From an optimization exercise on the open Yosys and OpenROAD flow, aimed at small area and a short achievable clock period; shortcuts taken in it are not production practice. Function was checked by simulation only, so behaviour that the tests miss may differ from the original. Power and IR drop assume default switching activity.

// wallace_mult_top
module wallace_mult_top (
	input  wire        clk,
	input  wire        sext_a,
	input  wire        sext_b,
	input  wire [31:0] a,
	input  wire [31:0] b,
	output wire [63:0] out
);
make LEC_CHECK=0 CAP_MARGIN=20 CORE_MARGIN=2 CORE_UTILIZATION=40 SETUP_SLACK_MARGIN=4.3 SLEW_MARGIN=20 SYNTH_HIERARCHICAL=1 SYNTH_MINIMUM_KEEP_SIZE=0 finish   # period 8.5 ns
run.sh (not shown) runs the stock make flow with config.mk's settings and CLKGATE_MAP_FILE= SYNTH_SCRIPT=/design/flow/synth_recipe.tcl, a recipe that flattens the netlist after the stock synthesis.
The baseline completed without violations.
Then changed:
--- a/flow/config.mk
+++ b/flow/config.mk
@@ -11 +11 @@
-export SETUP_SLACK_MARGIN = 4.3
+export SETUP_SLACK_MARGIN = 4.0
What happened: The new run ran to the end with no violations; clock skew is about the same; clock-buffer cell count drops by 1; worst setup slack gains 9.0 ps; cell count drops by a few percent; die area is unchanged; utilization drops by 2.2 points; routed wire length drops by roughly a tenth; area after synthesis does not change; fmax barely changes; flip-flop and latch count stays the same; sequential power stays flat.

* * *

run 1:
wallace_mult_top, a different RTL version from the one above (not shown whole).
Size in the first run: roughly 2700 cells after synthesis, ~190 flip-flops, ~130 I/O pins.
export LEC_CHECK = 0
export CAP_MARGIN = 0
export CORE_MARGIN = 2
export CORE_UTILIZATION = 40
export SETUP_SLACK_MARGIN = 4.0
export SLEW_MARGIN = 0
export SYNTH_HIERARCHICAL = 1
export SYNTH_MINIMUM_KEEP_SIZE = 0
create_clock -name core_clock -period 8.5 [get_ports {clk}]
Modified inputs, run 2 compared to run 1
- CAP_MARGIN changed from 0 to 20
- SLEW_MARGIN changed from 0 to 20
- CORE_UTILIZATION changed from 40 to 65
==> flow/flow/run.sh (new file) <==
#!/bin/bash
# The standard layout (standard.sh, with the standard flow's synthesis and settings), except that
# the port buffers that global placement inserts are buf_1 cells instead of the
# default choice. make's own output goes to standard.log; each tool's log is under
# orfs/logs/.
set -euo pipefail
bash standard.sh 'BUFFER_PORTS_ARGS=-buffer_cell sky130_fd_sc_hd__buf_1' finish > standard.log 2>&1
==> flow/standard.sh (new file) <==
#!/bin/bash
# synth_recipe.tcl (not shown) runs the flow's synth.tcl, then flattens the netlist and writes it again
# the make line also repeats each setting of config.mk as NAME=value (left out here)
make -C /OpenROAD-flow-scripts/flow DESIGN_CONFIG=/design/flow/config.mk WORK_HOME=/design/flow/orfs CLKGATE_MAP_FILE= SYNTH_SCRIPT=/design/flow/synth_recipe.tcl "${@:-finish}"
removed: flow/run.sh
==> run notes <==
| fmax | run 2 vs run 1 | about 1.7% lower |. Compared with run 1, in run 2 utilization now larger, setup slack lower, total of fill cells in the finished design went down, total global routing track utilization went up by 14 points. The layout cell share with drive strength beyond 1 in run 2 sits 2.2 points below the value recorded for run 1. Clock-pin slew of the registers on the worst-case setup and hold paths, run 2 and run 1: higher on run 1. Run 2 vs. run 1: sequential share of layout area went up by 0.60 points. Looking at the reports, run 2 completed the entire flow and the layout it produced met the timing, DRC and antenna checks. The clock network fraction of design power number comes out lower for run 2 vs run 1. Run 2 against run 1; number of nets in the finished design is down slightly. Run 2 against run 1; internal power of the cells is down by a little under 10%.
The inputs of run 3 differ from those of run 2 as listed below.
- CORE_UTILIZATION changed from 65 to 60
- SETUP_SLACK_MARGIN changed from 4.0 to 4.2
==> flow/run.sh (new file) <==
#!/bin/bash
# synth_recipe.tcl (not shown) runs the flow's synth.tcl, then flattens the netlist and writes it again
# the make line also repeats each setting of config.mk as NAME=value (left out here)
make -C /OpenROAD-flow-scripts/flow DESIGN_CONFIG=/design/flow/config.mk WORK_HOME=/design/flow/orfs CLKGATE_MAP_FILE= SYNTH_SCRIPT=/design/flow/synth_recipe.tcl finish
removed: flow/flow/run.sh
removed: flow/standard.sh
[summary]
Run 3 reached the final stage; the timing, DRC and antenna checks on its layout passed.
Relative to run 2, final worst slack has gone up in run 3.
When run 3 is set beside run 2, its number of ordinary and repair buffers in the finished layout turns out to be 31 larger.
For the routed length on met3, run 3 came in about 6.6% higher than run 2 did.
Run 3 and run 2 ended up with nearly the same clock-pin slew on the worst setup and hold paths.
On via count, run 2 beats run 3.
diff inputs: run 3 => run 4
- a change of SETUP_SLACK_MARGIN from 4.2 to 4.3
- a change of CORE_UTILIZATION from 60 to 40
==> comparison <==
- Run 4 did not stop at any stage, and its layout met the timing, DRC and antenna checks.
- Share of the final layout cell area in multi-input gates was higher in run 3 than in run 4.
- On run 4: die boundary height is 49 um higher than what run 3 gave.
- STATUS wire length: run 4 loses against run 3
- Die outline area ended up 49% higher on run 4 than on run 3.

* * *

wallace_mult_top again, from the RTL that the note above started with.
==> flow/config.mk <==
export PLATFORM = sky130hd
export DESIGN_NAME = wallace_mult_top
export DESIGN_NICKNAME = wallace_mult_top
export VERILOG_FILES = /design/flow/design.v
export SDC_FILE = /design/flow/constraint.sdc
export NUM_CORES = 4
export LEC_CHECK = 0
export CAP_MARGIN = 20
export CORE_MARGIN = 2
export CORE_UTILIZATION = 60
export SETUP_SLACK_MARGIN = 4.0
export SLEW_MARGIN = 20
export SYNTH_HIERARCHICAL = 1
export SYNTH_MINIMUM_KEEP_SIZE = 0
export TNS_END_PERCENT = 30
==> flow/constraint.sdc <==
create_clock -name core_clock -period 8.5 [get_ports {clk}]
set_input_delay 1.7000 -clock core_clock [delete_from_list [all_inputs] [get_ports {clk}]]
set_output_delay 1.7000 -clock core_clock [all_outputs]
set_load 0.01 [all_outputs]
Stock flow here: none of the scripts above is used.
Next try:
Settings changed: CORE_UTILIZATION 60 to 40, TNS_END_PERCENT 30 to default.
Via count hardly moves.
Wire length went up by 5.3%.
Sequential power is about the same.
Clock skew went down by 0.0033 ns.
Final area went up by 1.8%.
Register-to-register slack gets better by 0.12 ns.
Worst setup slack gets better by 0.043 ns.
Die area went up by about 50%.
Final cell count went up by 10%.
Power went up by 1.1%.
Synthesized area does not change.
Next try:
==> flow/flow/run.sh (new file) <==
#!/bin/bash
# The standard layout (standard.sh, with the standard flow's synthesis and settings), except that
# the port buffers that global placement inserts are buf_1 cells instead of the
# default choice. make's own output goes to standard.log; each tool's log is under
# orfs/logs/.
set -euo pipefail
bash standard.sh 'BUFFER_PORTS_ARGS=-buffer_cell sky130_fd_sc_hd__buf_1' finish > standard.log 2>&1
==> flow/standard.sh (new file) <==
#!/bin/bash
# synth_recipe.tcl (not shown) runs the flow's synth.tcl, then flattens the netlist and writes it again
# the make line also repeats each setting of config.mk as NAME=value (left out here)
make -C /OpenROAD-flow-scripts/flow DESIGN_CONFIG=/design/flow/config.mk WORK_HOME=/design/flow/orfs CLKGATE_MAP_FILE= SYNTH_SCRIPT=/design/flow/synth_recipe.tcl "${@:-finish}"
Settings changed: CORE_UTILIZATION 40 to 60, GPL_TIMING_DRIVEN from default to 0.
removed: flow/run.sh
Outcome: The new run finished with timing, DRC and antenna clean; die area fell by 33%; sequential power fell by about 4%; utilization rose by 23 points; cell area rose by 1.3%; total power rose by 4.3%; area after synthesis stays the same; final cell count barely changes; wire length rose by 15%; setup slack is worse by 0.20 ns; hold slack is worse by 0.14 ns; flip-flop and latch count does not change.
Next try:
==> flow/run.sh (new file) <==
#!/bin/bash
# synth_recipe.tcl (not shown) runs the flow's synth.tcl, then flattens the netlist and writes it again
# the make line also repeats each setting of config.mk as NAME=value (left out here)
make -C /OpenROAD-flow-scripts/flow DESIGN_CONFIG=/design/flow/config.mk WORK_HOME=/design/flow/orfs CLKGATE_MAP_FILE= SYNTH_SCRIPT=/design/flow/synth_recipe.tcl finish
Settings changed: GPL_TIMING_DRIVEN 0 to default.
removed: flow/flow/run.sh
removed: flow/standard.sh
What happened: Synthesized area does not change. Total power goes down by 5.5%. Routed wire length goes down by 18%. Flip-flop and latch count does not change.

* * *

wallace_mult_top again, from the RTL that the note above started with.
export LEC_CHECK = 0
export CAP_MARGIN = 20
export CORE_MARGIN = 2
export CORE_UTILIZATION = 75
export SETUP_SLACK_MARGIN = 4.0
export SLEW_MARGIN = 20
export SYNTH_HIERARCHICAL = 1
export SYNTH_MINIMUM_KEEP_SIZE = 0
create_clock -name core_clock -period 8.5 [get_ports {clk}]
Stock flow here: none of the scripts above is used.
Edit:
Settings changed: CORE_UTILIZATION 75 to 40, CTS_CLUSTER_DIAMETER set to 200, CTS_CLUSTER_SIZE set to 30.
Effect: Wire length goes up by 5.3%. Setup slack is better by 0.088 ns. Global-route usage goes down by 21 points. Maximum frequency rises by 2.0%. Final area came out higher by 2.3%. Clock skew rose by 0.014 ns. Core utilization is lower by 37 points. Clock-buffer cell count went down by 5. First-iteration DRC count came out lower by 34%. Cell count goes up by 14%. Hold slack improves by 0.085 ns.
Edit:
==> flow/flow/run.sh (new file) <==
#!/bin/bash
# The standard layout (standard.sh, with the standard flow's synthesis and settings), except that
# the port buffers that global placement inserts are buf_1 cells instead of the
# default choice. make's own output goes to standard.log; each tool's log is under
# orfs/logs/.
set -euo pipefail
bash standard.sh 'BUFFER_PORTS_ARGS=-buffer_cell sky130_fd_sc_hd__buf_1' SKIP_GATE_CLONING=1 finish > standard.log 2>&1
==> flow/standard.sh (new file) <==
#!/bin/bash
# synth_recipe.tcl (not shown) runs the flow's synth.tcl, then flattens the netlist and writes it again
# the make line also repeats each setting of config.mk as NAME=value (left out here)
make -C /OpenROAD-flow-scripts/flow DESIGN_CONFIG=/design/flow/config.mk WORK_HOME=/design/flow/orfs CLKGATE_MAP_FILE= SYNTH_SCRIPT=/design/flow/synth_recipe.tcl "${@:-finish}"
Settings changed: CORE_UTILIZATION 40 to 60, CTS_CLUSTER_DIAMETER 200 to unset, CTS_CLUSTER_SIZE 30 to unset.
removed: flow/run.sh
Sequential share of layout area climbs by 0.45 points.
Total power drops by a few percent.
Global-route usage climbs by 11 points.
Routed wire length drops by a few percent.
Core utilization climbs by 19 points.
Final cell count drops by roughly a tenth.
Edit:
--- a/flow/flow/run.sh
+++ b/flow/flow/run.sh
@@ -5,3 +5,3 @@
 # orfs/logs/.
 set -euo pipefail
-bash standard.sh 'BUFFER_PORTS_ARGS=-buffer_cell sky130_fd_sc_hd__buf_1' SKIP_GATE_CLONING=1 finish > standard.log 2>&1
+bash standard.sh 'BUFFER_PORTS_ARGS=-buffer_cell sky130_fd_sc_hd__buf_1' finish > standard.log 2>&1
Settings changed: SETUP_SLACK_MARGIN 4.0 to 4.15.
What happened: The changed run finished with timing, DRC and antenna clean. Design area goes up by 2.0%. Total power goes up by 1.4%. Synthesized cell count stays the same. Global-route usage falls by 0.21 points. Worst setup slack degrades by 0.057 ns. Register-to-register slack improves by 0.15 ns. Area after synthesis is unchanged.
Edit:
Settings changed: SETUP_SLACK_MARGIN 4.15 to 3.85.
After rerunning:
- first-iteration DRC count is lower by 11%
- routed wire length goes down by 1.5%
- worst setup slack gets worse by 0.030 ns
Edit:
Settings changed: SETUP_SLACK_MARGIN 3.85 to 4.0.
Worst setup slack is better by 0.088 ns.
Cell count barely changes.
Clock skew is about the same.
Sequential power barely changes.
Area after synthesis does not change.
Via count stays flat.
Die area stays the same.
Cell area rose by about 0.57%.
Hold slack is about the same.
Synthesized cell count does not change.
Sequential share of layout area barely changes.

-- static timing again, ports no longer ideal --
Ports are ideal in the flow. The routed layouts listed here were re-timed in OpenROAD.
Step 1, drivers: a clkbuf_16 drives clk and a buf_2 each remaining input, both assumed.
Step 2 moves the port delays by t, midway between the first and last clock arrival at a register: inputs arrive t later, outputs are due t later. That takes back most of the time a late clock gives input paths.
Slacks: ideal ports / drivers / drivers and shift; pairs: ideal ports / drivers.
run | t (ns) | setup WS [ns] | worst setup path after step 2 | clock arrival spread, ns | cell pins on the clock port's net
the first run of note 1 | 0.570 | 3.892 / 3.830 / 4.357 | register to register | 0.024 / 0.024 | 1
the second run of note 1 | 0.566 | 3.901 / 3.842 / 4.091 | register to register | 0.023 / 0.024 | 1
run 1 | 0.575 | 3.981 / 3.921 / 4.021 | register to register | 0.022 / 0.022 | 1
run 2 | 0.563 | 3.904 / 3.843 / 4.018 | register to register | 0.020 / 0.020 | 1
run 3 | 0.581 | 4.030 / 3.968 / 4.252 | register to register | 0.031 / 0.031 | 1
run 4 | 0.559 | 4.012 / 3.954 / 4.310 | register to register | 0.022 / 0.022 | 1
the first run of note 3 | 0.562 | 3.936 / 3.877 / 3.959 | register to register | 0.028 / 0.028 | 1
the second run of note 3 | 0.577 | 3.979 / 3.922 / 4.080 | register to register | 0.025 / 0.025 | 1
the third run of note 3 | 0.568 | 3.784 / 3.721 / 3.833 | register to register | 0.025 / 0.025 | 1
the fourth run of note 3 | 0.561 | 4.006 / 3.946 / 4.090 | register to register | 0.029 / 0.029 | 1
the first run of note 4 | 0.544 | 3.891 / 3.831 / 3.968 | register to register | 0.011 / 0.010 | 1
the second run of note 4 | 0.577 | 3.979 / 3.922 / 4.080 | register to register | 0.025 / 0.025 | 1
the third run of note 4 | 0.572 | 4.003 / 3.940 / 4.059 | register to register | 0.027 / 0.026 | 1
the fourth run of note 4 | 0.578 | 3.945 / 3.887 / 4.214 | register to register | 0.030 / 0.030 | 1
the fifth run of note 4 | 0.570 | 3.915 / 3.853 / 3.969 | register to register | 0.026 / 0.025 | 1
the sixth run of note 4 | 0.572 | 4.003 / 3.940 / 4.059 | register to register | 0.027 / 0.026 | 1
After both steps setup and hold are still met in every run listed.
